What follows belongs to an exercise in optimizing a design on an open flow for small area; a production flow would make more cautious choices.
Where RTL was checked, it was by simulation tests only, not by an equivalence proof against the original.
Only the layout flow was run in run 3; the RTL was not checked for function there.
No activity file was given, so power comes from the tool's default toggle rates.

===== design.v =====
module hdr_lane #(parameter [1:0] IR = 2'd0) (
    input  wire       clk,
    input  wire       rst,
    input  wire       tick,
    input  wire       btn,
    output reg  [8:0] yc,
    output wire [2:0] code
    );
    reg       mtb, dir;
    reg [1:0] cs, rs;
    wire restart = rst | mtb | btn;
    wire ge   = yc[8] & yc[7] & yc[6] & (yc[4] | (yc[3] & yc[2]));    
    wire run  = ~restart & ~ge;
    wire mv   = run & tick;
    wire [2:0] sp = {1'b0, cs} + 3'd3;
    wire [5:0] dl = ~mv ? 6'd0 : dir ? {3'b000, sp} : 6'b111111;
    wire [6:0] lo = {1'b0, yc[5:0]} + {1'b0, dl};
    wire [2:0] hi = yc[8:6] + {2'b0, lo[6] & dir};
    always @(posedge clk) begin
        yc  <= restart ? 9'd50 : {hi, lo[5:0]};
        mtb <= ~restart & ge;
        if (restart) cs <= rs;
        rs  <= rst ? IR : run ? rs + 2'd1 : rs;
        dir <= ~rst & (dir | (run & (yc[5:0] == 6'd15)));
    end
    wire c1 = (yc >= 9'd321);
    wire c3 = (yc >= 9'd351) && (yc <= 9'd449);
    wire c5 = (yc >= 9'd391) && (yc <= 9'd409);
    assign code = {c5, c3 & ~c5, c1};
endmodule
module hdr_acc (
    input  wire       clk,
    input  wire       rst,
    input  wire [4:0] h,
    output reg  [3:0] d5, d4, d3, d2, d1,
    output reg  [2:0] d0h
    );
    reg m;
    wire [4:0] s2 = {1'b0, d2} + h;                          
    wire ge20 = s2[4] & (s2[3] | s2[2]);
    wire ge10 = s2[4] | (s2[3] & (s2[2] | s2[1]));
    wire [3:0] u2 = s2[3:0] + (ge20 ? 4'd12 : ge10 ? 4'd6 : 4'd0);    
    wire [1:0] c2 = {ge20, ge10 & ~ge20};
    wire [4:0] s3 = {1'b0, d3} + {3'b0, c2};                 
    wire c3 = s3[3] & (s3[2] | s3[1]);
    wire [3:0] u3 = c3 ? {3'b000, s3[0]} : s3[3:0];
    wire c4i = c3 & (d4 == 4'd9);
    wire [3:0] u4 = c4i ? 4'd0 : d4 + {3'b0, c3};
    wire c5i = c4i & (d5 == 4'd9);
    wire [3:0] u5 = c5i ? 4'd0 : d5 + {3'b0, c4i};
    wire um = m | c5i;
    wire b = ~(d1[3] | (d1[2] & d1[1] & d1[0] & d0h[1] & d0h[0]));    
    wire u45 = u4[2] & u4[0];
    wire nb  = ~b;
    wire u2ge = u2[3] | (u2[2] & (u2[1] | (u2[0] & nb)));
    wire wrap = um & (u45 | (u4[2] & u3[3] & (u3[0] | u2ge)));
    wire [1:0] k = u45 ? 2'd2 : {1'b0, u3[0]};
    wire [4:0] w = {k, 3'b000} + {1'b0, k, 1'b0} + {1'b0, u2} - 5'd5 - {4'b0, b};   
    wire [3:0] w2 = (w >= 5'd20) ? w - 5'd20 : (w >= 5'd10) ? w - 5'd10 : w;
    wire [1:0] w3 = (w >= 5'd20) ? 2'd2 : (w >= 5'd10) ? 2'd1 : 2'd0;
    wire [2:0] l0s = d0h + 3'd2;                 
    wire l0c = (l0s >= 3'd5);
    wire [2:0] l0 = l0c ? l0s - 3'd5 : l0s;
    wire [3:0] l1s = d1 + 4'd2 + {3'b0, l0c};
    wire [3:0] l1 = (l1s >= 4'd10) ? l1s - 4'd10 : l1s;
    always @(posedge clk) begin
        if (rst) begin
            m <= 1'b0; d5 <= 4'd0; d4 <= 4'd0; d3 <= 4'd0; d2 <= 4'd0; d1 <= 4'd0; d0h <= 3'd0;
        end else if (wrap) begin
            m <= 1'b0; d5 <= 4'd0; d4 <= 4'd0; d3 <= {2'b0, w3}; d2 <= w2;
            d1 <= l1; d0h <= l0;
        end else begin
            m <= um; d5 <= u5; d4 <= u4; d3 <= u3; d2 <= u2;
        end
    end
endmodule
module hdr_shapes (
    input  wire [9:0] x,
    input  wire [9:0] y,
    input  wire [8:0] ycl, ycd, ycu, ycr,
    output wire       fall,
    output wire       tgt
    );
    function automatic [0:0] T_D(input [8:0] i);
        case (i)
            9'd0: T_D = 1'd1;
            9'd1: T_D = 1'd1;
            9'd2: T_D = 1'd1;
            9'd3: T_D = 1'd1;
            9'd4: T_D = 1'd1;
            9'd5: T_D = 1'd1;
            9'd6: T_D = 1'd1;
            9'd7: T_D = 1'd1;
            9'd8: T_D = 1'd1;
            9'd9: T_D = 1'd1;
            9'd10: T_D = 1'd1;
            9'd11: T_D = 1'd1;
            9'd12: T_D = 1'd0;
            9'd13: T_D = 1'd0;
            9'd14: T_D = 1'd0;
            9'd15: T_D = 1'd0;
            9'd16: T_D = 1'd0;
            9'd17: T_D = 1'd0;
            9'd18: T_D = 1'd0;
            9'd19: T_D = 1'd0;
            9'd20: T_D = 1'd1;
            9'd21: T_D = 1'd1;
            9'd22: T_D = 1'd1;
            9'd23: T_D = 1'd1;
            9'd24: T_D = 1'd1;
            9'd25: T_D = 1'd1;
            9'd26: T_D = 1'd1;
            9'd27: T_D = 1'd1;
            9'd28: T_D = 1'd1;
            9'd29: T_D = 1'd1;
            9'd30: T_D = 1'd1;
            9'd31: T_D = 1'd1;
            9'd32: T_D = 1'd1;
            9'd33: T_D = 1'd1;
            9'd34: T_D = 1'd1;
            9'd35: T_D = 1'd1;
            9'd36: T_D = 1'd1;
            9'd37: T_D = 1'd1;
            9'd38: T_D = 1'd1;
            9'd39: T_D = 1'd1;
            9'd40: T_D = 1'd1;
            9'd41: T_D = 1'd1;
            9'd42: T_D = 1'd1;
            9'd43: T_D = 1'd0;
            9'd44: T_D = 1'd0;
            9'd45: T_D = 1'd0;
            9'd46: T_D = 1'd0;
            9'd47: T_D = 1'd0;
            9'd48: T_D = 1'd0;
            9'd49: T_D = 1'd0;
            9'd50: T_D = 1'd0;
            9'd51: T_D = 1'd0;
            9'd52: T_D = 1'd1;
            9'd53: T_D = 1'd1;
            9'd54: T_D = 1'd1;
            9'd55: T_D = 1'd1;
            9'd56: T_D = 1'd1;
            9'd57: T_D = 1'd1;
            9'd58: T_D = 1'd1;
            9'd59: T_D = 1'd1;
            9'd60: T_D = 1'd1;
            9'd61: T_D = 1'd1;
            9'd62: T_D = 1'd1;
            9'd63: T_D = 1'd1;
            9'd64: T_D = 1'd1;
            9'd65: T_D = 1'd1;
            9'd66: T_D = 1'd1;
            9'd67: T_D = 1'd1;
            9'd68: T_D = 1'd1;
            9'd69: T_D = 1'd1;
            9'd70: T_D = 1'd1;
            9'd71: T_D = 1'd1;
            9'd72: T_D = 1'd1;
            9'd73: T_D = 1'd1;
            9'd74: T_D = 1'd0;
            9'd75: T_D = 1'd0;
            9'd76: T_D = 1'd0;
            9'd77: T_D = 1'd0;
            9'd78: T_D = 1'd0;
            9'd79: T_D = 1'd0;
            9'd80: T_D = 1'd0;
            9'd81: T_D = 1'd0;
            9'd82: T_D = 1'd0;
            9'd83: T_D = 1'd0;
            9'd84: T_D = 1'd1;
            9'd85: T_D = 1'd1;
            9'd86: T_D = 1'd1;
            9'd87: T_D = 1'd1;
            9'd88: T_D = 1'd1;
            9'd89: T_D = 1'd1;
            9'd90: T_D = 1'd1;
            9'd91: T_D = 1'd1;
            9'd92: T_D = 1'd1;
            9'd93: T_D = 1'd1;
            9'd94: T_D = 1'd1;
            9'd95: T_D = 1'd1;
            9'd96: T_D = 1'd1;
            9'd97: T_D = 1'd1;
            9'd98: T_D = 1'd1;
            9'd99: T_D = 1'd1;
            9'd100: T_D = 1'd1;
            9'd101: T_D = 1'd1;
            9'd102: T_D = 1'd1;
            9'd103: T_D = 1'd1;
            9'd104: T_D = 1'd1;
            9'd105: T_D = 1'd0;
            9'd106: T_D = 1'd0;
            9'd107: T_D = 1'd0;
            9'd108: T_D = 1'd0;
            9'd109: T_D = 1'd0;
            9'd110: T_D = 1'd0;
            9'd111: T_D = 1'd0;
            9'd112: T_D = 1'd0;
            9'd113: T_D = 1'd0;
            9'd114: T_D = 1'd0;
            9'd115: T_D = 1'd0;
            9'd116: T_D = 1'd1;
            9'd117: T_D = 1'd1;
            9'd118: T_D = 1'd1;
            9'd119: T_D = 1'd1;
            9'd120: T_D = 1'd1;
            9'd121: T_D = 1'd1;
            9'd122: T_D = 1'd1;
            9'd123: T_D = 1'd1;
            9'd124: T_D = 1'd1;
            9'd125: T_D = 1'd1;
            9'd126: T_D = 1'd1;
            9'd127: T_D = 1'd1;
            9'd128: T_D = 1'd1;
            9'd129: T_D = 1'd1;
            9'd130: T_D = 1'd1;
            9'd131: T_D = 1'd1;
            9'd132: T_D = 1'd1;
            9'd133: T_D = 1'd1;
            9'd134: T_D = 1'd1;
            9'd135: T_D = 1'd1;
            9'd136: T_D = 1'd0;
            9'd137: T_D = 1'd0;
            9'd138: T_D = 1'd0;
            9'd139: T_D = 1'd0;
            9'd140: T_D = 1'd0;
            9'd141: T_D = 1'd0;
            9'd142: T_D = 1'd0;
            9'd143: T_D = 1'd0;
            9'd144: T_D = 1'd0;
            9'd145: T_D = 1'd0;
            9'd146: T_D = 1'd0;
            9'd147: T_D = 1'd0;
            9'd148: T_D = 1'd1;
            9'd149: T_D = 1'd1;
            9'd150: T_D = 1'd1;
            9'd151: T_D = 1'd1;
            9'd152: T_D = 1'd1;
            9'd153: T_D = 1'd1;
            9'd154: T_D = 1'd1;
            9'd155: T_D = 1'd1;
            9'd156: T_D = 1'd1;
            9'd157: T_D = 1'd1;
            9'd158: T_D = 1'd1;
            9'd159: T_D = 1'd1;
            9'd160: T_D = 1'd1;
            9'd161: T_D = 1'd1;
            9'd162: T_D = 1'd1;
            9'd163: T_D = 1'd1;
            9'd164: T_D = 1'd1;
            9'd165: T_D = 1'd1;
            9'd166: T_D = 1'd1;
            9'd167: T_D = 1'd0;
            9'd168: T_D = 1'd0;
            9'd169: T_D = 1'd0;
            9'd170: T_D = 1'd0;
            9'd171: T_D = 1'd0;
            9'd172: T_D = 1'd0;
            9'd173: T_D = 1'd0;
            9'd174: T_D = 1'd0;
            9'd175: T_D = 1'd0;
            9'd176: T_D = 1'd0;
            9'd177: T_D = 1'd0;
            9'd178: T_D = 1'd0;
            9'd179: T_D = 1'd0;
            9'd180: T_D = 1'd1;
            9'd181: T_D = 1'd1;
            9'd182: T_D = 1'd1;
            9'd183: T_D = 1'd1;
            9'd184: T_D = 1'd1;
            9'd185: T_D = 1'd1;
            9'd186: T_D = 1'd1;
            9'd187: T_D = 1'd1;
            9'd188: T_D = 1'd1;
            9'd189: T_D = 1'd1;
            9'd190: T_D = 1'd1;
            9'd191: T_D = 1'd1;
            9'd192: T_D = 1'd1;
            9'd193: T_D = 1'd1;
            9'd194: T_D = 1'd1;
            9'd195: T_D = 1'd1;
            9'd196: T_D = 1'd1;
            9'd197: T_D = 1'd1;
            9'd198: T_D = 1'd0;
            9'd199: T_D = 1'd0;
            9'd200: T_D = 1'd0;
            9'd201: T_D = 1'd0;
            9'd202: T_D = 1'd0;
            9'd203: T_D = 1'd0;
            9'd204: T_D = 1'd0;
            9'd205: T_D = 1'd0;
            9'd206: T_D = 1'd0;
            9'd207: T_D = 1'd0;
            9'd208: T_D = 1'd0;
            9'd209: T_D = 1'd0;
            9'd210: T_D = 1'd0;
            9'd211: T_D = 1'd0;
            9'd212: T_D = 1'd0;
            9'd213: T_D = 1'd0;
            9'd214: T_D = 1'd0;
            9'd215: T_D = 1'd0;
            9'd216: T_D = 1'd0;
            9'd217: T_D = 1'd0;
            9'd218: T_D = 1'd0;
            9'd219: T_D = 1'd0;
            9'd220: T_D = 1'd0;
            9'd221: T_D = 1'd0;
            9'd222: T_D = 1'd0;
            9'd223: T_D = 1'd0;
            9'd224: T_D = 1'd1;
            9'd225: T_D = 1'd1;
            9'd226: T_D = 1'd1;
            9'd227: T_D = 1'd1;
            9'd228: T_D = 1'd1;
            9'd229: T_D = 1'd0;
            9'd230: T_D = 1'd0;
            9'd231: T_D = 1'd0;
            9'd232: T_D = 1'd0;
            9'd233: T_D = 1'd0;
            9'd234: T_D = 1'd0;
            9'd235: T_D = 1'd0;
            9'd236: T_D = 1'd0;
            9'd237: T_D = 1'd0;
            9'd238: T_D = 1'd0;
            9'd239: T_D = 1'd0;
            9'd240: T_D = 1'd0;
            9'd241: T_D = 1'd0;
            9'd242: T_D = 1'd0;
            9'd243: T_D = 1'd0;
            9'd244: T_D = 1'd0;
            9'd245: T_D = 1'd0;
            9'd246: T_D = 1'd0;
            9'd247: T_D = 1'd0;
            9'd248: T_D = 1'd0;
            9'd249: T_D = 1'd0;
            9'd250: T_D = 1'd0;
            9'd251: T_D = 1'd0;
            9'd252: T_D = 1'd0;
            9'd253: T_D = 1'd0;
            9'd254: T_D = 1'd0;
            9'd255: T_D = 1'd0;
            9'd256: T_D = 1'd1;
            9'd257: T_D = 1'd1;
            9'd258: T_D = 1'd1;
            9'd259: T_D = 1'd1;
            9'd260: T_D = 1'd0;
            9'd261: T_D = 1'd0;
            9'd262: T_D = 1'd0;
            9'd263: T_D = 1'd0;
            9'd264: T_D = 1'd0;
            9'd265: T_D = 1'd0;
            9'd266: T_D = 1'd0;
            9'd267: T_D = 1'd0;
            9'd268: T_D = 1'd0;
            9'd269: T_D = 1'd0;
            9'd270: T_D = 1'd0;
            9'd271: T_D = 1'd0;
            9'd272: T_D = 1'd0;
            9'd273: T_D = 1'd0;
            9'd274: T_D = 1'd0;
            9'd275: T_D = 1'd0;
            9'd276: T_D = 1'd0;
            9'd277: T_D = 1'd0;
            9'd278: T_D = 1'd0;
            9'd279: T_D = 1'd0;
            9'd280: T_D = 1'd0;
            9'd281: T_D = 1'd0;
            9'd282: T_D = 1'd0;
            9'd283: T_D = 1'd0;
            9'd284: T_D = 1'd0;
            9'd285: T_D = 1'd0;
            9'd286: T_D = 1'd0;
            9'd287: T_D = 1'd0;
            9'd288: T_D = 1'd1;
            9'd289: T_D = 1'd1;
            9'd290: T_D = 1'd1;
            9'd291: T_D = 1'd0;
            9'd292: T_D = 1'd0;
            9'd293: T_D = 1'd0;
            9'd294: T_D = 1'd0;
            9'd295: T_D = 1'd0;
            9'd296: T_D = 1'd0;
            9'd297: T_D = 1'd0;
            9'd298: T_D = 1'd0;
            9'd299: T_D = 1'd0;
            9'd300: T_D = 1'd0;
            9'd301: T_D = 1'd0;
            9'd302: T_D = 1'd0;
            9'd303: T_D = 1'd0;
            9'd304: T_D = 1'd0;
            9'd305: T_D = 1'd0;
            9'd306: T_D = 1'd0;
            9'd307: T_D = 1'd0;
            9'd308: T_D = 1'd0;
            9'd309: T_D = 1'd0;
            9'd310: T_D = 1'd0;
            9'd311: T_D = 1'd0;
            9'd312: T_D = 1'd0;
            9'd313: T_D = 1'd0;
            9'd314: T_D = 1'd0;
            9'd315: T_D = 1'd0;
            9'd316: T_D = 1'd0;
            9'd317: T_D = 1'd0;
            9'd318: T_D = 1'd0;
            9'd319: T_D = 1'd0;
            9'd320: T_D = 1'd0;
            9'd321: T_D = 1'd0;
            9'd322: T_D = 1'd0;
            9'd323: T_D = 1'd0;
            9'd324: T_D = 1'd0;
            9'd325: T_D = 1'd0;
            9'd326: T_D = 1'd0;
            9'd327: T_D = 1'd0;
            9'd328: T_D = 1'd0;
            9'd329: T_D = 1'd0;
            9'd330: T_D = 1'd0;
            9'd331: T_D = 1'd0;
            9'd332: T_D = 1'd0;
            9'd333: T_D = 1'd0;
            9'd334: T_D = 1'd0;
            9'd335: T_D = 1'd0;
            9'd336: T_D = 1'd0;
            9'd337: T_D = 1'd0;
            9'd338: T_D = 1'd0;
            9'd339: T_D = 1'd0;
            9'd340: T_D = 1'd0;
            9'd341: T_D = 1'd0;
            9'd342: T_D = 1'd0;
            9'd343: T_D = 1'd0;
            9'd344: T_D = 1'd0;
            9'd345: T_D = 1'd0;
            9'd346: T_D = 1'd0;
            9'd347: T_D = 1'd0;
            9'd348: T_D = 1'd0;
            9'd349: T_D = 1'd0;
            9'd350: T_D = 1'd0;
            9'd351: T_D = 1'd0;
            9'd352: T_D = 1'd0;
            9'd353: T_D = 1'd0;
            9'd354: T_D = 1'd0;
            9'd355: T_D = 1'd0;
            9'd356: T_D = 1'd0;
            9'd357: T_D = 1'd0;
            9'd358: T_D = 1'd0;
            9'd359: T_D = 1'd0;
            9'd360: T_D = 1'd0;
            9'd361: T_D = 1'd0;
            9'd362: T_D = 1'd0;
            9'd363: T_D = 1'd0;
            9'd364: T_D = 1'd0;
            9'd365: T_D = 1'd0;
            9'd366: T_D = 1'd0;
            9'd367: T_D = 1'd0;
            9'd368: T_D = 1'd0;
            9'd369: T_D = 1'd0;
            9'd370: T_D = 1'd0;
            9'd371: T_D = 1'd0;
            9'd372: T_D = 1'd0;
            9'd373: T_D = 1'd0;
            9'd374: T_D = 1'd0;
            9'd375: T_D = 1'd0;
            9'd376: T_D = 1'd0;
            9'd377: T_D = 1'd0;
            9'd378: T_D = 1'd0;
            9'd379: T_D = 1'd0;
            9'd380: T_D = 1'd0;
            9'd381: T_D = 1'd0;
            9'd382: T_D = 1'd0;
            9'd383: T_D = 1'd0;
            9'd384: T_D = 1'd0;
            9'd385: T_D = 1'd0;
            9'd386: T_D = 1'd0;
            9'd387: T_D = 1'd0;
            9'd388: T_D = 1'd0;
            9'd389: T_D = 1'd0;
            9'd390: T_D = 1'd0;
            9'd391: T_D = 1'd0;
            9'd392: T_D = 1'd0;
            9'd393: T_D = 1'd0;
            9'd394: T_D = 1'd0;
            9'd395: T_D = 1'd0;
            9'd396: T_D = 1'd0;
            9'd397: T_D = 1'd0;
            9'd398: T_D = 1'd0;
            9'd399: T_D = 1'd0;
            9'd400: T_D = 1'd0;
            9'd401: T_D = 1'd0;
            9'd402: T_D = 1'd0;
            9'd403: T_D = 1'd0;
            9'd404: T_D = 1'd0;
            9'd405: T_D = 1'd0;
            9'd406: T_D = 1'd0;
            9'd407: T_D = 1'd0;
            9'd408: T_D = 1'd0;
            9'd409: T_D = 1'd0;
            9'd410: T_D = 1'd0;
            9'd411: T_D = 1'd0;
            9'd412: T_D = 1'd0;
            9'd413: T_D = 1'd0;
            9'd414: T_D = 1'd0;
            9'd415: T_D = 1'd0;
            9'd416: T_D = 1'd0;
            9'd417: T_D = 1'd0;
            9'd418: T_D = 1'd0;
            9'd419: T_D = 1'd0;
            9'd420: T_D = 1'd0;
            9'd421: T_D = 1'd0;
            9'd422: T_D = 1'd0;
            9'd423: T_D = 1'd0;
            9'd424: T_D = 1'd0;
            9'd425: T_D = 1'd0;
            9'd426: T_D = 1'd0;
            9'd427: T_D = 1'd0;
            9'd428: T_D = 1'd0;
            9'd429: T_D = 1'd0;
            9'd430: T_D = 1'd0;
            9'd431: T_D = 1'd0;
            9'd432: T_D = 1'd0;
            9'd433: T_D = 1'd0;
            9'd434: T_D = 1'd0;
            9'd435: T_D = 1'd0;
            9'd436: T_D = 1'd0;
            9'd437: T_D = 1'd0;
            9'd438: T_D = 1'd0;
            9'd439: T_D = 1'd0;
            9'd440: T_D = 1'd0;
            9'd441: T_D = 1'd0;
            9'd442: T_D = 1'd0;
            9'd443: T_D = 1'd0;
            9'd444: T_D = 1'd0;
            9'd445: T_D = 1'd0;
            9'd446: T_D = 1'd0;
            9'd447: T_D = 1'd0;
            9'd448: T_D = 1'd0;
            9'd449: T_D = 1'd0;
            9'd450: T_D = 1'd0;
            9'd451: T_D = 1'd0;
            9'd452: T_D = 1'd0;
            9'd453: T_D = 1'd0;
            9'd454: T_D = 1'd0;
            9'd455: T_D = 1'd0;
            9'd456: T_D = 1'd0;
            9'd457: T_D = 1'd0;
            9'd458: T_D = 1'd0;
            9'd459: T_D = 1'd0;
            9'd460: T_D = 1'd0;
            9'd461: T_D = 1'd0;
            9'd462: T_D = 1'd0;
            9'd463: T_D = 1'd0;
            9'd464: T_D = 1'd0;
            9'd465: T_D = 1'd0;
            9'd466: T_D = 1'd0;
            9'd467: T_D = 1'd0;
            9'd468: T_D = 1'd0;
            9'd469: T_D = 1'd0;
            9'd470: T_D = 1'd0;
            9'd471: T_D = 1'd0;
            9'd472: T_D = 1'd0;
            9'd473: T_D = 1'd0;
            9'd474: T_D = 1'd0;
            9'd475: T_D = 1'd0;
            9'd476: T_D = 1'd0;
            9'd477: T_D = 1'd0;
            9'd478: T_D = 1'd0;
            9'd479: T_D = 1'd0;
            9'd480: T_D = 1'd0;
            9'd481: T_D = 1'd0;
            9'd482: T_D = 1'd0;
            9'd483: T_D = 1'd0;
            9'd484: T_D = 1'd0;
            9'd485: T_D = 1'd0;
            9'd486: T_D = 1'd0;
            9'd487: T_D = 1'd0;
            9'd488: T_D = 1'd0;
            9'd489: T_D = 1'd0;
            9'd490: T_D = 1'd0;
            9'd491: T_D = 1'd0;
            9'd492: T_D = 1'd0;
            9'd493: T_D = 1'd0;
            9'd494: T_D = 1'd0;
            9'd495: T_D = 1'd0;
            9'd496: T_D = 1'd0;
            9'd497: T_D = 1'd0;
            9'd498: T_D = 1'd0;
            9'd499: T_D = 1'd0;
            9'd500: T_D = 1'd0;
            9'd501: T_D = 1'd0;
            9'd502: T_D = 1'd0;
            9'd503: T_D = 1'd0;
            9'd504: T_D = 1'd0;
            9'd505: T_D = 1'd0;
            9'd506: T_D = 1'd0;
            9'd507: T_D = 1'd0;
            9'd508: T_D = 1'd0;
            9'd509: T_D = 1'd0;
            9'd510: T_D = 1'd0;
            9'd511: T_D = 1'd0;
        endcase
    endfunction
    function automatic [8:0] T_X(input [5:0] i);
        case (i)
            6'd0: T_X = 9'd500;
            6'd1: T_X = 9'd469;
            6'd2: T_X = 9'd438;
            6'd3: T_X = 9'd407;
            6'd4: T_X = 9'd376;
            6'd5: T_X = 9'd345;
            6'd6: T_X = 9'd314;
            6'd7: T_X = 9'd283;
            6'd8: T_X = 9'd252;
            6'd9: T_X = 9'd221;
            6'd10: T_X = 9'd190;
            6'd11: T_X = 9'd159;
            6'd12: T_X = 9'd96;
            6'd13: T_X = 9'd65;
            6'd14: T_X = 9'd34;
            6'd15: T_X = 9'd3;
            6'd16: T_X = 9'd4;
            6'd17: T_X = 9'd37;
            6'd18: T_X = 9'd70;
            6'd19: T_X = 9'd103;
            6'd20: T_X = 9'd136;
            6'd21: T_X = 9'd169;
            6'd22: T_X = 9'd202;
            6'd23: T_X = 9'd235;
            6'd24: T_X = 9'd268;
            6'd25: T_X = 9'd301;
            6'd26: T_X = 9'd334;
            6'd27: T_X = 9'd367;
            6'd28: T_X = 9'd400;
            6'd29: T_X = 9'd433;
            6'd30: T_X = 9'd466;
            6'd31: T_X = 9'd499;
            6'd32: T_X = 9'd433;
            6'd33: T_X = 9'd400;
            6'd34: T_X = 9'd367;
            6'd35: T_X = 9'd334;
            6'd36: T_X = 9'd301;
            6'd37: T_X = 9'd268;
            6'd38: T_X = 9'd235;
            6'd39: T_X = 9'd202;
            6'd40: T_X = 9'd169;
            6'd41: T_X = 9'd136;
            6'd42: T_X = 9'd103;
            6'd43: T_X = 9'd70;
            6'd44: T_X = 9'd37;
            6'd45: T_X = 9'd4;
            6'd46: T_X = 9'd3;
            6'd47: T_X = 9'd34;
            6'd48: T_X = 9'd65;
            6'd49: T_X = 9'd96;
            6'd50: T_X = 9'd159;
            6'd51: T_X = 9'd190;
            6'd52: T_X = 9'd221;
            6'd53: T_X = 9'd252;
            6'd54: T_X = 9'd283;
            6'd55: T_X = 9'd314;
            6'd56: T_X = 9'd345;
            6'd57: T_X = 9'd376;
            6'd58: T_X = 9'd407;
            6'd59: T_X = 9'd438;
            6'd60: T_X = 9'd469;
            6'd61: T_X = 9'd500;
            6'd62: T_X = 9'd499;
            6'd63: T_X = 9'd466;
        endcase
    endfunction
    wire [8:0] xt = T_X(x[5:0]);
    wire [3:0] ux = xt[8:5];
    wire [4:0] bx = xt[4:0];
    wire lane_ok = (x[9:8] == 2'b00) & (x[7] ? (x[6:5] == 2'b00) : (x[6:5] != 2'b00));
    wire horiz = ~x[6];
    reg [8:0] ycs;
    always @(*) begin
        case (x[6:5])
            2'b01: ycs = ycl;
            2'b10: ycs = ycd;
            2'b11: ycs = ycu;
            default: ycs = ycr;
        endcase
    end
    wire [8:0] dy = y[8:0] - ycs;
    wire dy_ok = (dy[8:4] == 5'b00000) | (dy[8:4] == 5'b11111);
    wire [3:0] uy = dy[4] ? ~dy[3:0] : dy[3:0];
    wire [4:0] by = x[5] ? ~dy[4:0] : dy[4:0];      
    wire [3:0] fu = horiz ? uy : ux;
    wire [4:0] fb = horiz ? bx : by;
    assign fall = lane_ok & dy_ok & T_D({fu, fb});
    wire dyt_ok = (y[9:5] == 5'b01100);
    wire [3:0] uyt = y[4] ? y[3:0] : ~y[3:0];
    wire [4:0] byt = x[5] ? {y[4], ~y[3:0]} : {~y[4], y[3:0]};
    wire [3:0] tu = horiz ? uyt : ux;
    wire [4:0] tb = horiz ? bx : byt;
    assign tgt = lane_ok & dyt_ok & T_D({tu, tb});
endmodule
module hdr_digits (
    input  wire [9:0] x,
    input  wire [9:0] y,
    input  wire [3:0] d5, d4, d3, d2, d1,
    input  wire [2:0] d0h,
    output wire       digit_px
    );
    wire [3:0] d0 = {d0h, 1'b0};
    wire [5:0] hc, lc, rc;
    genvar gk;
    generate
        for (gk = 0; gk < 6; gk = gk + 1) begin : col
            assign hc[gk] = (x > 570 - gk * 35) && (x < 600 - gk * 35);
            assign lc[gk] = (x > 570 - gk * 35) && (x < 573 - gk * 35);
            assign rc[gk] = (x > 597 - gk * 35) && (x < 600 - gk * 35);
        end
    endgenerate
    wire [3:0] dsel = ({4{hc[0]}} & d0) | ({4{hc[1]}} & d1) | ({4{hc[2]}} & d2) |
                      ({4{hc[3]}} & d3) | ({4{hc[4]}} & d4) | ({4{hc[5]}} & d5);
    wire yT  = (y == 10'd38) | (y == 10'd39);
    wire yM  = (y == 10'd68) | (y == 10'd69);
    wire yB  = (y == 10'd98) | (y == 10'd99);
    wire yU  = (y > 10'd37) && (y < 10'd67);
    wire y67 = (y == 10'd67);
    wire yL  = (y > 10'd67) && (y < 10'd100);
    function automatic [8:0] T_SEG(input [3:0] i);
        case (i)
            4'd0: T_SEG = 9'd383;
            4'd1: T_SEG = 9'd56;
            4'd2: T_SEG = 9'd481;
            4'd3: T_SEG = 9'd504;
            4'd4: T_SEG = 9'd188;
            4'd5: T_SEG = 9'd460;
            4'd6: T_SEG = 9'd463;
            4'd7: T_SEG = 9'd312;
            4'd8: T_SEG = 9'd511;
            4'd9: T_SEG = 9'd444;
            4'd10: T_SEG = 9'd0;
            4'd11: T_SEG = 9'd0;
            4'd12: T_SEG = 9'd0;
            4'd13: T_SEG = 9'd0;
            4'd14: T_SEG = 9'd0;
            4'd15: T_SEG = 9'd0;
        endcase
    endfunction
    wire [8:0] sg = T_SEG(dsel);    
    assign digit_px = (|hc & ((yT & sg[8]) | (yM & sg[7]) | (yB & sg[6]))) |
                      (|rc & ((yU & sg[5]) | (y67 & sg[4]) | (yL & sg[3]))) |
                      (|lc & ((yU & sg[2]) | (y67 & sg[1]) | (yL & sg[0])));
endmodule
module hdr_core(
    input  wire       clk,
    input  wire       rst,         
    input  wire       pix_stb,     
    input  wire       animate,     
    input  wire [9:0] x,           
    input  wire [9:0] y,           
    input  wire       btnL,        
    input  wire       btnD,
    input  wire       btnU,
    input  wire       btnR,
    input  wire       pause,       
    output wire [2:0] vgaRed,
    output wire [2:0] vgaGreen,
    output wire [2:0] vgaBlue
    );
    wire tick = animate & pix_stb;
    wire [8:0] ycl, ycd, ycu, ycr;
    wire [2:0] cl, cd, cu, cr;
    hdr_lane #(.IR(2'd3)) laneL (.clk(clk), .rst(rst), .tick(tick), .btn(btnL), .yc(ycl), .code(cl));
    hdr_lane #(.IR(2'd0)) laneD (.clk(clk), .rst(rst), .tick(tick), .btn(btnD), .yc(ycd), .code(cd));
    hdr_lane #(.IR(2'd2)) laneU (.clk(clk), .rst(rst), .tick(tick), .btn(btnU), .yc(ycu), .code(cu));
    hdr_lane #(.IR(2'd1)) laneR (.clk(clk), .rst(rst), .tick(tick), .btn(btnR), .yc(ycr), .code(cr));
    reg [4:0] h;
    always @(posedge clk)
        h <= (btnL ? {2'b0, cl} : 5'd0) + (btnD ? {2'b0, cd} : 5'd0) +
             (btnU ? {2'b0, cu} : 5'd0) + (btnR ? {2'b0, cr} : 5'd0);
    wire [3:0] d5, d4, d3, d2, d1;
    wire [2:0] d0h;
    hdr_acc acc (.clk(clk), .rst(rst), .h(h), .d5(d5), .d4(d4), .d3(d3), .d2(d2), .d1(d1), .d0h(d0h));
    wire fall, tgt, digit_px;
    hdr_shapes shapes (.x(x), .y(y), .ycl(ycl), .ycd(ycd), .ycu(ycu), .ycr(ycr), .fall(fall), .tgt(tgt));
    hdr_digits digits (.x(x), .y(y), .d5(d5), .d4(d4), .d3(d3), .d2(d2), .d1(d1), .d0h(d0h),
                       .digit_px(digit_px));
    reg r, g, bl;
    wire av = ~pause & fall;
    always @(posedge clk) begin
        bl <= av | tgt | digit_px;
        r  <= av | tgt | (digit_px & ~rst & r);
        g  <= av ? (~rst & g) : (tgt | digit_px);
    end
    assign vgaRed   = {3{r}};
    assign vgaGreen = {3{g}};
    assign vgaBlue  = {3{bl}};
endmodule

===== flow/run.sh =====
#!/bin/bash
set -euo pipefail
export BUFFER_PORTS_ARGS="-buffer_cell sky130_fd_sc_hd__buf_1"
export CTS_ARGS="-sink_clustering_enable -repair_clock_nets -dont_use_dummy_load -buf_list sky130_fd_sc_hd__clkbuf_8"
bash standard.sh > standard_make.log 2>&1

===== standard.sh =====
#!/bin/bash
# synth_recipe.tcl (not shown) runs the flow's synth.tcl, then flattens the netlist and writes it again
# the make line also repeats each setting of config.mk as NAME=value (left out here)
make -C /OpenROAD-flow-scripts/flow DESIGN_CONFIG=/design/flow/config.mk WORK_HOME=/design/flow/orfs CLKGATE_MAP_FILE= SYNTH_SCRIPT=/design/flow/synth_recipe.tcl "${@:-finish}"

===== config.mk =====
export PLATFORM = sky130hd
export DESIGN_NAME = hdr_core
export DESIGN_NICKNAME = hdr_core
export VERILOG_FILES = /design/flow/design.v
export SDC_FILE = /design/flow/constraint.sdc
export NUM_CORES = 4
export LEC_CHECK = 0
export CAP_MARGIN = 20
export CORE_MARGIN = 2
export CORE_UTILIZATION = 60
export CTS_BUF_LIST = sky130_fd_sc_hd__clkbuf_8
export SLEW_MARGIN = 20

===== constraint.sdc =====
create_clock -name core_clock -period 20.0 [get_ports {clk}]
set_input_delay 4.0000 -clock core_clock [delete_from_list [all_inputs] [get_ports {clk}]]
set_output_delay 4.0000 -clock core_clock [all_outputs]
set_load 0.01 [all_outputs]

==> impl_results.md, run 1 <==
- Worst Path Arrival: 8.13 ns
- Leak Pwr: ~3.8 nW
- CP Data Required Time: 20.28 ns
- Post-route clock skew: 0.0329 ns
- # DRC: 0
- Synthesis-to-layout area growth: 3.64%
- Synth async-reset ratio: 0%
- Iteration-0 DRC Markers: 530
- Kind of end point of the critical path: flop
- Vias per inst: 6.16
- Post-DP HPWL: around 16 mm
- Cells after Synth: 989
- PwrDens: between 40 and 50 mW/mm2
- Router iterations before antenna repair: 5
- Chip width: 121 um
- CTS tree: built
- Avg Cell Area, Syn: roughly 8.3 um2
- Final setup fails: 0
- Period utilisation layout: 39.2%
- Vias in the first global route: between 7000 and 8000
- Max Slew Vio Count: 0
- Die area: 0.0147 mm2
- Final worst slack: 12.16 ns
- Worst slew margin: 33.7%
- Most frequent cells in the layout: 102 x nor2_1, 96 x ha_1, 84 x dfxtp_1
- Synth warn: 8
- Sequential share of the synthesized area: 23.3%
- Max Freq: 0.127 GHz
- Max FO, Critical Path: 19
- Worst slack, placed: 11.80 ns
- H-Tree Depth: 3
- Vias: between 7000 and 8000
- Count of input and output buffers: 37
- Ant diodes: 0
- Tmin final: 7.84 ns
- Synth Register Bits: 92
- First-pass GRT wire length: 33.8 mm
- Predominant post-synthesis flop cell: dfxtp_1
- Synth cell types: 85
- Num CTS Buffers: 9
- Hold crit path type: reg -> reg
- Layout cells sized above 1: between 4 and 5%
- Setup TNS: 0 ns
- Total track usage: 28.6%
- Setup crit start kind: primary input
- Longest Clk Path Bufs: 2
- Initial antenna violation count: 0
- Post-synth EDFFs: 8
- Clock latency on the worst-skew pair: 0.37 ns
- # IOs: 38
- Reg clk slew, reported paths: roughly 0.08 ns
- Peak VDD IR: 49.2 uV
- Die height: 121 um
- Largest net degree at the start of global routing: 44
- Final Wtd Congestion: 0.954
- Routed WL: a little over 20 mm
- FP Rows: 42
- Status: timing/DRC/antenna clean
- Hold Vio Cnt, Final: 0
- Post-DRT Antenna Nets: 0
- Routed wire per std cell: 17.3 um
- Sink Count: 92
- Starting Density: around three fifths
- Slew @ Worst Pin: roughly 0.99 ns
- Post-Syn Area: 0.00826 mm2
- Max cap viols: 0
- Mapped Nets: approximately 1100
- Root Buffer: clkbuf_8
- Hold-fix buffers, CTS: 0
- RSZ-0062 raised after global routing: no
- Post-CTS setup buffer count: 0
- Critical setup path kind: in -> reg
- Congestion Overflow GR: 0
- # nets final: 1142
- Core area: 0.0133 mm2
- Resize count post-CTS: 0
- Most common cell after layout, fill and taps aside: nor2_1
path summary, 6_finish.rpt:
path	slack [ns]	cells after the start	start	end
max	12.16	17	x[3]	g
min	0.46	0	laneD.rs[1]	laneD.cs[1]
max reg2reg	13.01	28	acc.d2[0]	acc.d2[1]
min reg2reg	0.46	0	laneD.rs[1]	laneD.cs[1]
layer usage:
layer	track usage (%)	wire, um	vias up
met1	34.5	8590	3447
met4	10.7	639	0
li1	-	-	3524
met2	51.1	10100	224
met5	0	0	-
met3	4.56	971	43
per-stage QoR:
step	cells	total power, mW	hold WS, ns	utilization (%)	cell area, um2
after floorplan	989	0.253	0.422	-	8260
after global placement	1166	0.269	0.427	63.2	8430
after detailed placement	1166	0.273	0.442	63.2	8430
after CTS	1175	0.371	0.468	64.1	8560
after global routing	1175	0.388	0.483	64.1	8560
final	1175	0.370	0.463	64.1	8560
layout make-up:
cell class	count	area, um2
fill	1192	4790
clock buffer	9	124
timing repair buffer	39	158
inverter	78	293
tap	176	220
multi-input combinational	781	5840
sequential	92	1920
flip-flops by register name, summed over array words and instances (netlist names), 2 cells and up:
name      flops
laneL.yc      9
laneR.cs      2
acc.d2        4
acc.d3        4
laneL.cs      2
laneU.yc      9
h             5
laneU.cs      2
acc.d4        4
laneR.yc      9
laneL.rs      2
acc.d5        4
laneD.yc      9
acc.d0h       3
laneD.rs      2
acc.d1        4
laneU.rs      2
laneD.cs      2
laneR.rs      2
cell families (layout without fill, tap and decap cells):
kind of cell / Yosys count / count (layout) / share of synthesized area (%)
buf+inv: 116 / 126 / 5.98
xor+xnor: 63 / 63 / 7.18
flops: 92 / 92 / 23.3
fa+ha+maj: 113 / 113 / 18.5
compound gates: 237 / 237 / 19.7
mux: 22 / 22 / 4.06
simple gates: 346 / 346 / 21.2
cells in the mapped netlist, types with 13 or more instances:
master / number / area [um2]
nor2_1: 102 / 383
a211oi_1: 13 / 97.6
inv_1: 78 / 293
a21oi_1: 60 / 300
o21ai_0: 29 / 145
xor2_1: 22 / 193
a31oi_1: 14 / 87.6
nor2b_1: 22 / 138
nand2_1: 69 / 259
nor3_1: 27 / 135
fa_1: 16 / 320
a21o_1: 28 / 210
dfxtp_1: 84 / 1680
nand3_1: 23 / 115
nand2b_1: 17 / 106
ha_1: 96 / 1200
and2_1: 22 / 138
xnor2_1: 38 / 333
power breakdown:
| group | internal, mW | switching [mW] | leakage, nW |
|---|---|---|---|
| clock | 0.0404 | 0.0603 | 0.0647 |
| sequential | 0.189 | 0.00345 | 0.756 |
| combinational | 0.0303 | 0.0466 | 2.98 |
| total | 0.260 | 0.110 | 3.80 |
worst max-delay path, stage by stage:
cell and delay [ns]:
buf_1 0.60, inv_1 0.28, ha_1 0.35, nand2b_1 0.12, a21boi_0 0.14, a22o_1 0.32, a32oi_1 0.16, nand2_1 0.08
a221oi_1 0.55, inv_1 0.16, ha_1 0.22, o21ai_1 0.11, o211ai_2 0.13, a2111oi_2 0.42, o2111a_1 0.26, nor4_2 0.06
a32oi_1 0.16
==> inputs of run 2 (changes only) <==
==> flow/run.sh (replaced) <==
#!/bin/bash
# The standard layout (standard.sh), with one change in how it is made: the port
# buffers that buffer_ports inserts are the smallest buffer (buf_1) instead of the
# resizer's default pick. The make output goes to standard_make.log; ORFS keeps each
# step's log under orfs/logs/.
set -euo pipefail
export BUFFER_PORTS_ARGS="-buffer_cell sky130_fd_sc_hd__buf_1"
bash standard.sh > standard_make.log 2>&1
==> impl_results.md, run 2 <==
- Status: timing/DRC/antenna clean
- Resize count post-CTS: 0
- Root Buffer: clkbuf_8
- Hold crit path type: reg -> reg
- Storage element area: ~0.0019 mm2
- Longest Clk Path Bufs: 2
- Ant diodes: 0
- Post-Syn Area: 0.00826 mm2
- Cells after Synth: 989
- PwrDens: 45.8 mW/mm2
- Synth cell types: 85
- Starting Density: 61.9%
- Final setup fails: 0
- Worst slew margin: 33.7%
- Worst slack, placed: 11.80 ns
- Post-DP HPWL: ~16 mm
- Layout cells sized above 1: 5.07%
- # IOs: 38
- Vias: 7277
- FP Rows: 42
- Final Wtd Congestion: between 0.9 and 1
- Hold Vio Cnt, Final: 0
- Post-DRT Antenna Nets: 0
- Max Slew Vio Count: 0
- Peak VDD IR: 54.8 uV
- Slew @ Worst Pin: 0.994 ns
- Mapped Nets: 1130
- Worst R2R Setup Slack: 13.02 ns
- DP Cell Count: around 1200
- Final design utilization: 64.7%
- Hold WS: 0.465 ns
- Max cap viols: 0
- Setup crit start kind: primary input
- Synth top cells by count: 102 x nor2_1, 96 x ha_1, 84 x dfxtp_1
- Count of input and output buffers: 37
- Router iterations before antenna repair: 5
- H-Tree Depth: 3
- Predominant post-synthesis flop cell: dfxtp_1
- Synth warn: 8
- Congestion Overflow GR: 0
- RSZ-0062 raised after global routing: no
- CP Data Required Time: 20.32 ns
- Post-CTS setup buffer count: 0
- CTS tree: built
- Sequential share of the synthesized area: 23.3%
- Sink Count: between 90 and 100
- Num CTS Buffers: 9
- Total track usage: 28.7%
- Most frequent cells in the layout: 102 x nor2_1, 96 x ha_1, 84 x dfxtp_1
- Final std cells w/o fill: 1182
- Max FO, Critical Path: between 40 and 50
- Top cell type's share of synthesized area: 20.4%
- Reg clk slew, reported paths: 0.11 ns
- Post-synth EDFFs: 8
- Synthesis-to-layout area growth: 4.50%
- Kind of end point of the critical path: flop
- Worst Path Arrival: 8.16 ns
- Hold-fix buffers, CTS: 0
- Leak Pwr: 3.83 nW
- # nets final: 1142
- # DRC: 0
- Area leader, netlist: dfxtp_1
- First-pass GRT wire length: around 34 mm
- Iteration-0 DRC Markers: 469
- Vias per inst: 6.16
- Clock latency on the worst-skew pair: 0.39 ns
- Max Freq: 0.127 GHz
- Synth async-reset ratio: 0%
- Most frequent cell after synthesis: nor2_1
- Synth Register Bits: between 90 and 100
- Core area: 0.0133 mm2
- Routed WL: 20.4 mm
- Die height: 121 um
- Most common cell after layout, fill and taps aside: nor2_1
- Chip width: around 120 um
- Die area: 0.0147 mm2
- Initial antenna violation count: 0
- Post-route clock skew: 0.0227 ns
- Setup TNS: 0 ns
- Largest net degree at the start of global routing: 44
- Period utilisation layout: 39.2%
- Final worst slack: roughly 12 ns
- Avg Cell Area, Syn: around 8.3 um2
- Fill count: 1182
- Vias in the first global route: around 7200
- Routed wire per std cell: 17.3 um
- Critical setup path kind: in -> reg
- Multi-input gate area: 0.00584 mm2
- Area contributors post-synth: dfxtp_1 20%, ha_1 15%, nor2_1 4.6%
- Tmin final: 7.85 ns
run 2: layout make-up:
| cell class | instances | share of cell area [%] |
|---|---|---|
| repair buffers | 39 | 1.83 |
| clock buffers | 9 | 1.44 |
| inverters | 78 | 3.39 |
| clock inverters | 7 | 0.826 |
| well taps | 176 | 2.55 |
| multi-input cells | 781 | 67.7 |
| flip-flops and latches | 92 | 22.3 |
run 2: critical path, cell delays in order:
cell and delay, ns:
clkbuf_2 0.72, mux4_2 0.60, ha_1 0.22, fa_1 0.40
nand2b_1 0.17, o2bb2ai_1 0.24, xnor3_1 0.26, mux2i_1 0.33
nor4bb_1 0.28, nor2_1 0.07, o31ai_1 0.24, a2bb2oi_1 0.28
a21oi_1 0.14, a32oi_1 0.18
run 2: logic make-up (layout without fill, tap and decap cells):
logic type	count (synthesis)	in the layout	synth area share, %
adders and majority gates	113	113	18.5
DFF	92	92	23.3
and+or+nand+nor	346	346	21.2
xor gates and xnor gates	63	63	7.18
muxes	22	22	4.06
AOI/OAI and AO/OA	237	237	19.7
buffers and inverters	116	133	5.98
run 2: stage by stage:
| step | area [um2] | total power [mW] |
|---|---|---|
| 2_1_floorplan | 8260 | 0.253 |
| 3_3_place_gp | 8430 | 0.269 |
| 3_5_place_dp | 8430 | 0.273 |
| 4_1_cts | 8630 | 0.396 |
| 5_1_grt | 8630 | 0.413 |
| 6_report | 8630 | 0.396 |
run 2: path summary, 6_finish.rpt:
path / startpoint / end / depth (start not counted)
worst max-delay path: x[6] / g / 14
worst max register to register: acc.d2[0] / acc.d2[1] / 28
worst min register to register: laneL.rs[1] / laneL.cs[1] / 0
worst min-delay path: laneL.rs[1] / laneL.cs[1] / 0
run 2: power by group:
part | internal [mW] | total, mW | switching (mW)
clock | 0.0483 | 0.126 | 0.0774
sequential | 0.189 | 0.193 | 0.00346
combinational | 0.0303 | 0.0771 | 0.0468
total | 0.268 | 0.396 | 0.128
run 2: metal layers:
layer / up-vias / share of wire [%] / GRT usage [%]
met2: 223 / 49 / 50.6
met5: - / 0 / 0
met1: 3466 / 43 / 34.8
met4: 0 / 3.6 / 11.9
met3: 54 / 4.4 / 4.32
li1: 3534 / - / -
==> inputs of run 3 (changes only) <==
--- a/design.v
+++ b/design.v
@@ -7,8 +7,9 @@
     output wire [2:0] code
     );
-    reg       mtb, dir;
+    reg       dir;
     reg [1:0] cs, rs;
-    wire restart = rst | mtb | btn;
     wire ge   = yc[8] & yc[7] & yc[6] & (yc[4] | (yc[3] & yc[2]));    
+    wire mtb  = ge & ~dir;
+    wire restart = rst | mtb | btn;
     wire run  = ~restart & ~ge;
     wire mv   = run & tick;
@@ -19,8 +20,7 @@
     always @(posedge clk) begin
         yc  <= restart ? 9'd50 : {hi, lo[5:0]};
-        mtb <= ~restart & ge;
         if (restart) cs <= rs;
         rs  <= rst ? IR : run ? rs + 2'd1 : rs;
-        dir <= ~rst & (dir | (run & (yc[5:0] == 6'd15)));
+        dir <= ~rst & (restart ? (dir | ge) : ~ge & (dir | (yc[5:0] == 6'd15)));
     end
     wire c1 = (yc >= 9'd321);
==> flow/run.sh (replaced) <==
#!/bin/bash
# Standard layout with two changes in how it is made:
# - the port buffers are the smallest buffer (buf_1) instead of the resizer's default pick;
set -euo pipefail
export BUFFER_PORTS_ARGS="-buffer_cell sky130_fd_sc_hd__buf_1"
bash standard.sh > standard_make.log 2>&1
==> impl_results.md, run 3 <==
- Iteration-0 DRC Markers: 622
- Reg-to-reg endpoint: acc.d2[1]
- Compound-Gate Fraction of Synth Area: 20.4%
- Max cap viols: 0
- # nets final: 1163
- Setup TNS: 0 ns
- Final setup fails: 0
- Layout cells sized above 1: 5.26%
- Max FO, Critical Path: 17
- Final std cells w/o fill: 1203
- Final Wtd Congestion: ~0.96
- Synth Register Bits: 88
- Period utilisation layout: 37.7%
- PwrDens: approximately 45 mW/mm2
- Top cell type's share of synthesized area: 19.3%
- First-pass GRT wire length: between 30 and 40 mm
- FP Rows: 42
- Worst slack, placed: 12.06 ns
- Resize count post-CTS: 0
- Root Buffer: clkbuf_8
- Area contributors post-synth: dfxtp_1 19%, ha_1 14%, inv_1 4.0%
- Reg clk slew, reported paths: 0.09 ns
- Setup crit start kind: primary input
- Peak VDD IR: 41.9 uV
- Initial antenna violation count: 0
- Avg Cell Area, Syn: 8.21 um2
- Vias in the first global route: roughly 6900
- Critical setup path kind: in -> reg
- Largest family of logic cells by synthesized area: simple AND/OR/NAND/NOR gates
- Synth warn: 8
- Hold Vio Cnt, Final: 0
- Worst Hold End: laneD.cs[1]
- H-Tree Depth: 3
- Post-synth EDFFs: 8
- Routed wire per std cell: roughly 16 um
- Worst R2R Path Depth: 30
- Post-synthesis mux area share: 3.81%
- Post-CTS setup buffer count: 0
- Congestion Overflow GR: 0
- Fill count: 1250
- Hold-fix buffers, CTS: 0
- Kind of end point of the critical path: flop
- Vias: approximately 7300
- Routed WL: around 20 mm
- # DRC: 0
- Start point of the worst hold path: laneD.rs[1]
- CP Data Required Time: 20.26 ns
- Sink Count: 88
- Die area: between 0.01 and 0.015 mm2
- Synth async-reset ratio: 0%
- Post-Synth Simple-Gate Area: around 22%
- Count of input and output buffers: 37
- Hold crit path type: reg -> reg
- Slew @ Worst Pin: 0.937 ns
- Vias per inst: around 6
- Router iterations before antenna repair: 6
- RSZ-0062 raised after global routing: no
- Max Freq: 0.133 GHz
- Sequential share of the synthesized area: roughly 22%
- Worst Path Arrival: 7.79 ns
- Worst R2R Setup Slack: 13.20 ns
- Most common cell after layout, fill and taps aside: ha_1
- Core area: 0.0134 mm2
- Chip width: 122 um
- DP Cell Count: 1187
- Longest Clk Path Bufs: 2
- Post-DP HPWL: 15.1 mm
- R2r startpoint: acc.d2[0]
- Ant diodes: 0
- Cells after Synth: 1011
- Post-Syn Area: 0.00830 mm2
- Multi-input gate area: 0.00589 mm2
- Storage element area: about 0.0018 mm2
- Most frequent cell after synthesis: ha_1
- Post-DRT Antenna Nets: 0
- Num CTS Buffers: 9
- Max Slew Vio Count: 0
- Mapped Nets: 1152
- Clock latency on the worst-skew pair: 0.38 ns
- Worst slew margin: 36.7%
- Predominant post-synthesis flop cell: dfxtp_1
- CTS tree: built
- Status: timing/DRC/antenna clean
- # IOs: 38
- Overall power: 0.387 mW
- Starting Density: 62.0%
- Post-route clock skew: 0.00870 ns
- Synthesis-to-layout area growth: 4.29%
- Largest net degree at the start of global routing: 54
- Die height: between 100 and 150 um
- Area leader, netlist: dfxtp_1
- Leak Pwr: 3.72 nW
- Tmin final: 7.53 ns
- Total track usage: 27.6%
- Synth Area in Adders: 18.6%
- Hold depth: 0
- Synth top cells by count: 96 x ha_1, 88 x inv_1, 88 x nor2_1
- Final worst slack: 12.47 ns
- Synth cell types: 86
- Synth Area in XOR/XNOR: between 5 and 6%
- Most frequent cells in the layout: 96 x ha_1, 90 x inv_1, 88 x nor2_1
[run 3: logic make-up (layout without fill, tap and decap cells)]
group	after synthesis	in the layout
and+or+nand+nor	358	358
AOI/OAI and AO/OA	244	244
buffers and inverters	131	147
adders and majority gates	114	114
DFF	88	88
xor gates and xnor gates	56	56
muxes	20	20
[run 3: metal layers]
layer  vias up  track usage [%]  share of wire [%]
met5         -                0                  0
met4         0             9.55                2.4
met3        36             3.60                4.4
met2       188             47.3                 48
met1      3395             35.8                 46
li1       3635                -                  -
[run 3: metrics by stage]
step	utilization [%]	instance area (um2)	hold slack (ns)
2_1_floorplan	-	8300	0.423
3_3_place_gp	63.2	8460	0.429
3_5_place_dp	63.2	8460	0.440
4_1_cts	64.6	8660	0.462
5_1_grt	64.6	8660	0.478
6_report	64.6	8660	0.459
[run 3: layout make-up]
class,count,share of cell area [%]
clock buffers,10,1.59
multi-input cells,792,68.0
flip-flops and latches,88,21.3
inverters,89,3.86
repair buffers,42,2.07
clock inverters,6,0.679
well taps,176,2.54
[run 3: where the power goes]
part / switching [mW] / internal (mW)
registers: 0.00396 / 0.182
logic: 0.0445 / 0.0286
clock network: 0.0670 / 0.0605
[run 3: worst max path at each step]
stage          start  cells past startpoint  endpoint  slack (ns)
3_3_place_gp    x[3]                     14         g       12.20
4_1_cts         x[3]                     14         g       12.47
2_1_floorplan   x[6]                     15         g       12.10
6_report        x[3]                     14         g       12.47
3_5_place_dp    x[3]                     14         g       12.06
5_1_grt         x[3]                     14         g       12.11
[run 3: worst max-delay path, cell delays in order]
cell and delay (ns):
buf_1 0.53, inv_1 0.32, ha_1 0.33, nor2b_1 0.17, o21ai_0 0.22, a21oi_2 0.12
a221oi_1 0.68, ha_1 0.38, nor2_1 0.09, o21ai_0 0.10, o311ai_2 0.09, a21oi_1 0.13
nor4_2 0.49, a31oi_1 0.14
==> inputs of run 4 (changes only) <==
--- a/design.v
+++ b/design.v
@@ -55,8 +55,7 @@
     wire u2ge = u2[3] | (u2[2] & (u2[1] | (u2[0] & nb)));
     wire wrap = um & (u45 | (u4[2] & u3[3] & (u3[0] | u2ge)));
-    wire [1:0] k = u45 ? 2'd2 : {1'b0, u3[0]};
-    wire [4:0] w = {k, 3'b000} + {1'b0, k, 1'b0} + {1'b0, u2} - 5'd5 - {4'b0, b};   
-    wire [3:0] w2 = (w >= 5'd20) ? w - 5'd20 : (w >= 5'd10) ? w - 5'd10 : w;
-    wire [1:0] w3 = (w >= 5'd20) ? 2'd2 : (w >= 5'd10) ? 2'd1 : 2'd0;
+    wire [3:0] e  = u2 + 4'd5 - {3'b0, b};
+    wire [3:0] w2 = u2ge ? e - 4'd10 : e;
+    wire [1:0] w3 = {u45 & u2ge, u45 ? ~u2ge : (u3[0] & u2ge)};
     wire [2:0] l0s = d0h + 3'd2;                 
     wire l0c = (l0s >= 3'd5);
==> impl_results.md, run 4 <==
- Iteration-0 DRC Markers: 609
- Most frequent cells in the layout: 93 x ha_1, 82 x inv_1, 80 x dfxtp_1
- Post-Syn Area: 0.00832 mm2
- Post-CTS setup buffer count: 0
- Crit path max-delay family: compound AO/OA/AOI/OAI gates
- Synth top cells by count: 93 x ha_1, 81 x inv_1, 80 x dfxtp_1
- Area contributors post-synth: dfxtp_1 19%, ha_1 14%, xnor2_1 3.9%
- Post-route clock skew: ~0.015 ns
- Max FO, Critical Path: 23
- Ant diodes: 0
- Crit-path max cell delay: around 0.65 ns
- Die area: ~0.015 mm2
- Synth warn: 8
- Vias per inst: around 6.3
- Total track usage: 28.3%
- Leak Pwr: 3.69 nW
- Final worst slack: 11.54 ns
- CP startpoint: x[3]
- Reg-to-reg endpoint: acc.d1[3]
- CP Data Required Time: 20.24 ns
- # DRC: 0
- M1 WL: ~8.5 mm
- Critical Path Slowest Stage Cell: buf_1
- Router iterations before antenna repair: 6
- Vias: 7441
- Cells after Synth: 992
- Reg clk slew, reported paths: ~0.090 ns
- # nets final: 1140
- Post-DRT Antenna Nets: 0
- Longest Clk Path Bufs: 2
- Worst slack, placed: 11.20 ns
- Hold crit path type: reg -> reg
- Final setup fails: 0
- Overall power: between 0.3 and 0.4 mW
- Synth cell types: 85
- Layout cells sized above 1: 5.95%
- Kind of end point of the critical path: flop
- Post-synth EDFFs: 8
- Worst R2R Setup Slack: 14.52 ns
- Worst Path Buf+Inv: 3
- DP Cell Count: 1173
- Peak VDD IR: 44.3 uV
- Initial antenna violation count: 0
- First-pass GRT wire length: 33.7 mm
- RSZ-0062 raised after global routing: no
- R2r startpoint: acc.d2[0]
- Critical path depth: 16
- Worst setup path end: r
- Tmin final: 8.46 ns
- FP Rows: 43
- Critical setup path kind: in -> reg
- Hold-fix buffers, CTS: 0
- Max Freq: 0.118 GHz
- Routed WL: between 20 and 25 mm
- Met3 wire len: 1.01 mm
- Predominant post-synthesis flop cell: dfxtp_1
- PwrDens: 45.3 mW/mm2
- # IOs: 38
- Core area: 0.0137 mm2
- Starting Density: about three fifths
- Sequential share of the synthesized area: between 20% and 30%
- Vias in the first global route: approximately 7000
- Die height: between 100 and 150 um
- Synth async-reset ratio: 0%
- Area leader, netlist: dfxtp_1
- Cell Area, Placed: 0.00850 mm2
- Final design utilization: 63.4%
- Num CTS Buffers: 9
- Period utilisation layout: a little over two fifths
- Highest Signal Layer: met4
- Avg Cell Area, Syn: 8.39 um2
- Final instance area: 0.00870 mm2
- Sink Count: 88
- Slew @ Worst Pin: 0.913 ns
- Largest net degree at the start of global routing: 53
- Count of input and output buffers: 37
- Setup TNS: 0 ns
- Max cap viols: 0
- Crit path cell chain: buf_1, inv_1, ha_1, a21bo_2, a2111oi_4, or2_1, a22oi_1, o2111ai_1, inv_1, ha_1, a222oi_1, a21oi_1, o21ai_0, o211ai_1, a2111oi_2, o21ai_1
- Most frequent cell after synthesis: ha_1
- Max Slew Vio Count: 0
- Congestion Overflow GR: 0
- Root Buffer: clkbuf_8
- Final std cells w/o fill: 1189
- H-Tree Depth: 3
- Worst Path Arrival: approximately 8.7 ns
- Top cell type's share of synthesized area: 19.3%
- Chip width: 122 um
- Status: timing/DRC/antenna clean
- Mapped Nets: roughly 1100
- Fill count: 1200
- Final Wtd Congestion: just under 1
- Resize count post-CTS: 0
- Worst R2R Path Depth: 21
- Most common cell after layout, fill and taps aside: ha_1
- Hold WS: 0.462 ns
- Clock latency on the worst-skew pair: 0.38 ns
- Post-DP HPWL: 16.2 mm
- Setup crit start kind: primary input
- Met2 routed WL: 10.0 mm
- Synthesis-to-layout area growth: 4.60%
- Routed wire per std cell: ~17 um
- Hold Vio Cnt, Final: 0
- Synth Register Bits: 88
- Worst slew margin: between 30% and 40%
- CTS tree: built
-- run 4: changes by cell type in the layout (fill, tap and decap cells not counted), moves of 6 or more --
cell      previous run  this run
o21ai_0             34        27
o21ai_1              8         2
nand2_1             79        61
inv_1               90        82
nor2_1              88        72
nand4_1              7        14
nand2b_1            13        24
-- run 4: per-layer routing --
layer,track usage [%],up-vias
met5,0,-
met4,12.7,0
li1,-,3617
met1,33.8,3524
met3,5.01,65
met2,49.5,235
-- run 4: worst min-delay path by stage --
stage                            from          end  slack (ns)  depth (start not counted)
final                     laneR.rs[0]  laneR.cs[0]        0.46                          0
after global placement    laneL.rs[0]  laneL.cs[0]        0.43                          0
after detailed placement  laneR.rs[0]  laneR.cs[0]        0.44                          0
after CTS                 laneL.rs[0]  laneL.cs[0]        0.46                          0
after floorplan           laneL.rs[0]  laneL.cs[0]        0.42                          0
after global routing      laneL.rs[0]  laneL.cs[0]        0.47                          0
-- run 4: logic make-up (layout without fill, tap and decap cells) --
family                   count (synthesis)  in the layout  synth area share [%]
AND/OR/NAND/NOR                        353            353                  23.3
AO/OA/AOI/OAI                          238            238                  20.3
XOR/XNOR                                63             63                  6.72
multiplexers                            19             19                  3.67
buffers and inverters                  123            140                  6.41
flip-flops                              88             88                  22.1
adder cells (fa/ha/maj)                108            108                  17.5
-- run 4: power by group --
part / internal [mW] / total (mW) / switching [mW]
clock: 0.0593 / 0.129 / 0.0701
combinational: 0.0310 / 0.0794 / 0.0484
sequential: 0.182 / 0.186 / 0.00355
total: 0.272 / 0.395 / 0.122
-- run 4: final cells by class --
cell class / instances / area, um2 / area share, %
sequential: 88 / 1840 / 21.2
clock buffer: 9 / 124 / 1.42
inverter: 82 / 308 / 3.54
clock inverter: 7 / 78.8 / 0.906
timing repair buffer: 42 / 180 / 2.07
multi-input combinational: 781 / 5940 / 68.3
tap: 180 / 225 / 2.59
-- run 4: worst reg2reg max path: cells and delay by family (launching register included) --
family                   cells  cell delay (ns)
multiplexers                 1             0.24
AO/OA/AOI/OAI                3             1.48
flip-flops                   1             0.38
adder cells (fa/ha/maj)      6             1.60
AND/OR/NAND/NOR              7             0.82
buffers and inverters        2             0.40
XOR/XNOR                     2             0.44
==> inputs of run 5 (changes only) <==
==> flow/run.sh (replaced) <==
#!/bin/bash
# The standard layout (standard.sh) with two changes in how it is made:
# - synthesis maps the logic with an area-oriented ABC script (flow/area.abc) and without
#   the adder-cell extraction; everything else in it is ORFS's and the standard flow's synthesis
#   (synth_recipe.tcl: synth -nofsm -noshare, flatten, rename), so the registers are the same;
# - the port buffers that buffer_ports inserts are the smallest buffer (buf_1);
# - clock tree synthesis adds no dummy loads (CTS_ARGS: ORFS's own arguments plus
#   -dont_use_dummy_load).
# The make output goes to standard_make.log; ORFS keeps each step's log under orfs/logs/.
set -euo pipefail
W=$(pwd)
# ORFS's synthesis script, its ABC call given flow/area.abc
sed 's#^  log_cmd abc {\*}$abc_args$#  log_cmd abc {*}[lreplace $abc_args 1 1 '"$W"'/flow/area.abc]#' \
    "$FLOW_HOME/scripts/synth.tcl" > "$W/synth_area.tcl"
grep -q "flow/area.abc" "$W/synth_area.tcl"
# The standard flow's synthesis wrapper around it
sed 's#source $::env(SCRIPTS_DIR)/synth.tcl#source '"$W"'/synth_area.tcl#' "$W/synth_recipe.tcl" > "$W/area_synth.tcl"
grep -q "synth_area.tcl" "$W/area_synth.tcl"
# standard.sh with that synthesis script
S=$(grep -o 'SYNTH_SCRIPT=[^ ]*' "$W/standard.sh")
NEW="$W/area_synth.tcl"
if [[ "$S" == */srcline/synth.tcl ]]; then
  sed "s#$W/synth_recipe.tcl#$W/area_synth.tcl#g" "$W/srcline/synth.tcl" > "$W/srcline_area_synth.tcl"
  NEW="$W/srcline_area_synth.tcl"
fi
sed "s#$S#SYNTH_SCRIPT=$NEW#" "$W/standard.sh" > "$W/area_standard.sh"
grep -q "SYNTH_SCRIPT=$NEW" "$W/area_standard.sh"
export ADDER_MAP_FILE=
export BUFFER_PORTS_ARGS="-buffer_cell sky130_fd_sc_hd__buf_1"
export CTS_ARGS="-sink_clustering_enable -repair_clock_nets -dont_use_dummy_load -buf_list sky130_fd_sc_hd__clkbuf_8"
bash "$W/area_standard.sh" > standard_make.log 2>&1
==> flow/area.abc (new file) <==
strash
&get -n
&deepsyn -J 30 -T 300
&put
dch -f
amap
topo
==> impl_results.md, run 5 <==
- Setup crit start kind: primary input
- Worst R2R Setup Slack: 14.98 ns
- Area contributors post-synth: dfxtp_1 27%, nor2_1 11%, clkinv_1 8.8%
- Post-route clock skew: 0.0218 ns
- Synth Register Bits: ~90
- H-Tree Depth: 3
- Storage element area: 0.00184 mm2
- Vias in the first global route: about 6300
- Clock latency on the worst-skew pair: 0.36 ns
- Worst R2R Path Depth: 26
- Sequential share of the synthesized area: about 30%
- Post-Synth Simple-Gate Area: 26.2%
- Synth Area in XOR/XNOR: 0%
- Reg clk slew, reported paths: 0.07 ns
- Router iterations before antenna repair: 7
- Comb power frac: 17.9%
- Routed WL: roughly 17 mm
- Post-Syn Area: 0.00600 mm2
- Reg-to-reg endpoint: acc.d1[2]
- Final setup fails: 0
- Post-DRT Antenna Nets: 0
- Post-DP HPWL: 13.7 mm
- Setup TNS: 0 ns
- Peak VDD IR: 63.3 uV
- RSZ-0062 raised after global routing: no
- Post-CTS setup buffer count: 0
- Synth warn: 8
- Hold crit path type: reg -> reg
- Total track usage: 31.5%
- Predominant post-synthesis flop cell: dfxtp_1
- Congestion Overflow GR: 0
- Vias per inst: roughly 6.3
- Hold WS: 0.460 ns
- Most used cell, CP: nand2_1
- Synth async-reset ratio: 0%
- Multi-input gate area: 0.00357 mm2
- Most frequent cell after synthesis: nor2_1
- Largest net degree at the start of global routing: 19
- Area leader, netlist: dfxtp_1
- Routed wire per std cell: 15.9 um
- Worst setup path end: g
- Reg power frac: a little over half
- Vias: 6853
- Die height: 104 um
- # IOs: 38
- Top cell type's share of synthesized area: 26.7%
- Synth Area in Adders: 0%
- Final instance area: 0.00640 mm2
- Slew @ Worst Pin: around 1 ns
- Critical Path Slowest Stage Cell: o21ai_0
- Post-synth EDFFs: 8
- Period utilisation layout: about 46%
- Avg Cell Area, Syn: 6.54 um2
- Cells after Synth: 917
- Max Slew Vio Count: 0
- Final std cells w/o fill: roughly 1100
- # nets final: 990
- Psw: 0.102 mW
- Synthesis-to-layout area growth: 6.61%
- Critical setup path kind: in -> reg
- Max Freq: 0.108 GHz
- Layout cells sized above 1: 1.46%
- Most frequent cells in the layout: 182 x nor2_1, 140 x clkinv_1, 96 x o21ai_0
- PwrDens: 53.8 mW/mm2
- CP startpoint: x[6]
- Largest family of logic cells by synthesized area: compound AO/OA/AOI/OAI gates
- Synth cell types: 44
- Post-synthesis mux area share: 0%
- Sink Count: between 80 and 90
- Clock power frac: 28.1%
- Hold-fix buffers, CTS: 0
- Die area: 0.0108 mm2
- Starting Density: 61.7%
- P_int: ~0.24 mW
- R2r startpoint: acc.d2[1]
- Crit-path max cell delay: 0.60 ns
- Cell Area, Placed: roughly 0.0063 mm2
- Kind of end point of the critical path: flop
- Max cap viols: 0
- Root Buffer: clkbuf_8
- Resize count post-CTS: 0
- Fill count: 921
- Max FO, Critical Path: 12
- Most common cell after layout, fill and taps aside: nor2_1
- First-pass GRT wire length: 28.2 mm
- Switching portion of total power: about 30%
- Worst slew margin: 30.9%
- # DRC: 0
- Synth top cells by count: 182 x nor2_1, 140 x clkinv_1, 97 x o21ai_0
- Tmin final: a little over 9 ns
- Hold Vio Cnt, Final: 0
- Final Wtd Congestion: 0.922
- Num CTS Buffers: 9
- Worst Path Arrival: approximately 9.5 ns
- Chip width: between 100 and 150 um
- Count of input and output buffers: 37
- Compound-Gate Fraction of Synth Area: 33.2%
- Leak Pwr: 2.07 nW
- Ant diodes: 0
- Status: timing/DRC/antenna clean
- FP Rows: 36
- Mapped Nets: 946
- Core area: 0.00973 mm2
- DP Cell Count: around 1100
- Iteration-0 DRC Markers: 462
- CTS tree: built
- CP Data Required Time: 20.30 ns
- Longest Clk Path Bufs: 2
- Initial antenna violation count: 0
## run 5: changes by cell type after synthesis, moves of 22 or more
cell and delta:
o21ai_0 +70, nand2b_1 -22, nand2_1 +22, xnor2_1 -37
clkinv_1 +139, ha_1 -93, nor2_1 +110, xor2_1 -25
inv_1 -81, a21o_1 -28, o221ai_1 +24
## run 5: worst max-delay path: cells and delay by family
family	cells	cell delay, ns
AO/OA/AOI/OAI	10	2.21
buffers and inverters	5	1.66
AND/OR/NAND/NOR	12	1.66
## run 5: stage by stage
step / setup slack (ns) / utilization, % / total power, mW
after floorplan: 12.16 / - / 0.230
after global placement: 11.06 / 64.4 / 0.247
after detailed placement: 10.64 / 64.4 / 0.249
after CTS: 11.01 / 65.7 / 0.342
after global routing: 10.37 / 65.8 / 0.358
final: 10.77 / 65.8 / 0.344
## run 5: kinds of logic (layout without fill, tap and decap cells)
family / after synthesis / after routing
buffers and inverters: 149 / 191
DFF: 88 / 88
AOI/OAI and AO/OA: 313 / 313
and+or+nand+nor: 367 / 367
## run 5: how the worst min path moves through the flow
| stage | start | to | slack, ns | cells after the start |
|---|---|---|---|---|
| 6_report | laneU.rs[1] | laneU.cs[1] | 0.46 | 0 |
| 3_5_place_dp | laneU.rs[1] | laneU.cs[1] | 0.44 | 0 |
| 3_3_place_gp | laneR.rs[0] | laneR.cs[0] | 0.43 | 0 |
| 4_1_cts | laneU.rs[1] | laneU.cs[1] | 0.46 | 0 |
| 2_1_floorplan | laneR.rs[1] | laneR.rs[1] | 0.42 | 1 |
| 5_1_grt | laneD.rs[0] | laneD.cs[0] | 0.47 | 0 |
## run 5: layout make-up
type / count / share of cell area (%)
clock buffer: 9 / 1.94
timing repair buffer: 42 / 2.72
multi-input combinational: 680 / 55.7
inverter: 140 / 8.21
tap: 133 / 2.60
sequential: 88 / 28.8
## run 5: layer usage
layer	vias up	GRT usage, %	wire length, um
li1	3386	-	-
met1	3079	38.4	7160
met2	322	54.4	8200
met3	66	5.14	1330
met4	0	15.0	636
met5	-	0	0
## run 5: power by group through the flow
stage / combinational [mW] / clock, mW / sequential (mW)
after detailed placement: 0.0591 / 0 / 0.190
after CTS: 0.0594 / 0.0966 / 0.186
after floorplan: 0.0417 / 0 / 0.189
after global routing: 0.0678 / 0.104 / 0.186
final: 0.0614 / 0.0965 / 0.186
after global placement: 0.0571 / 0 / 0.190
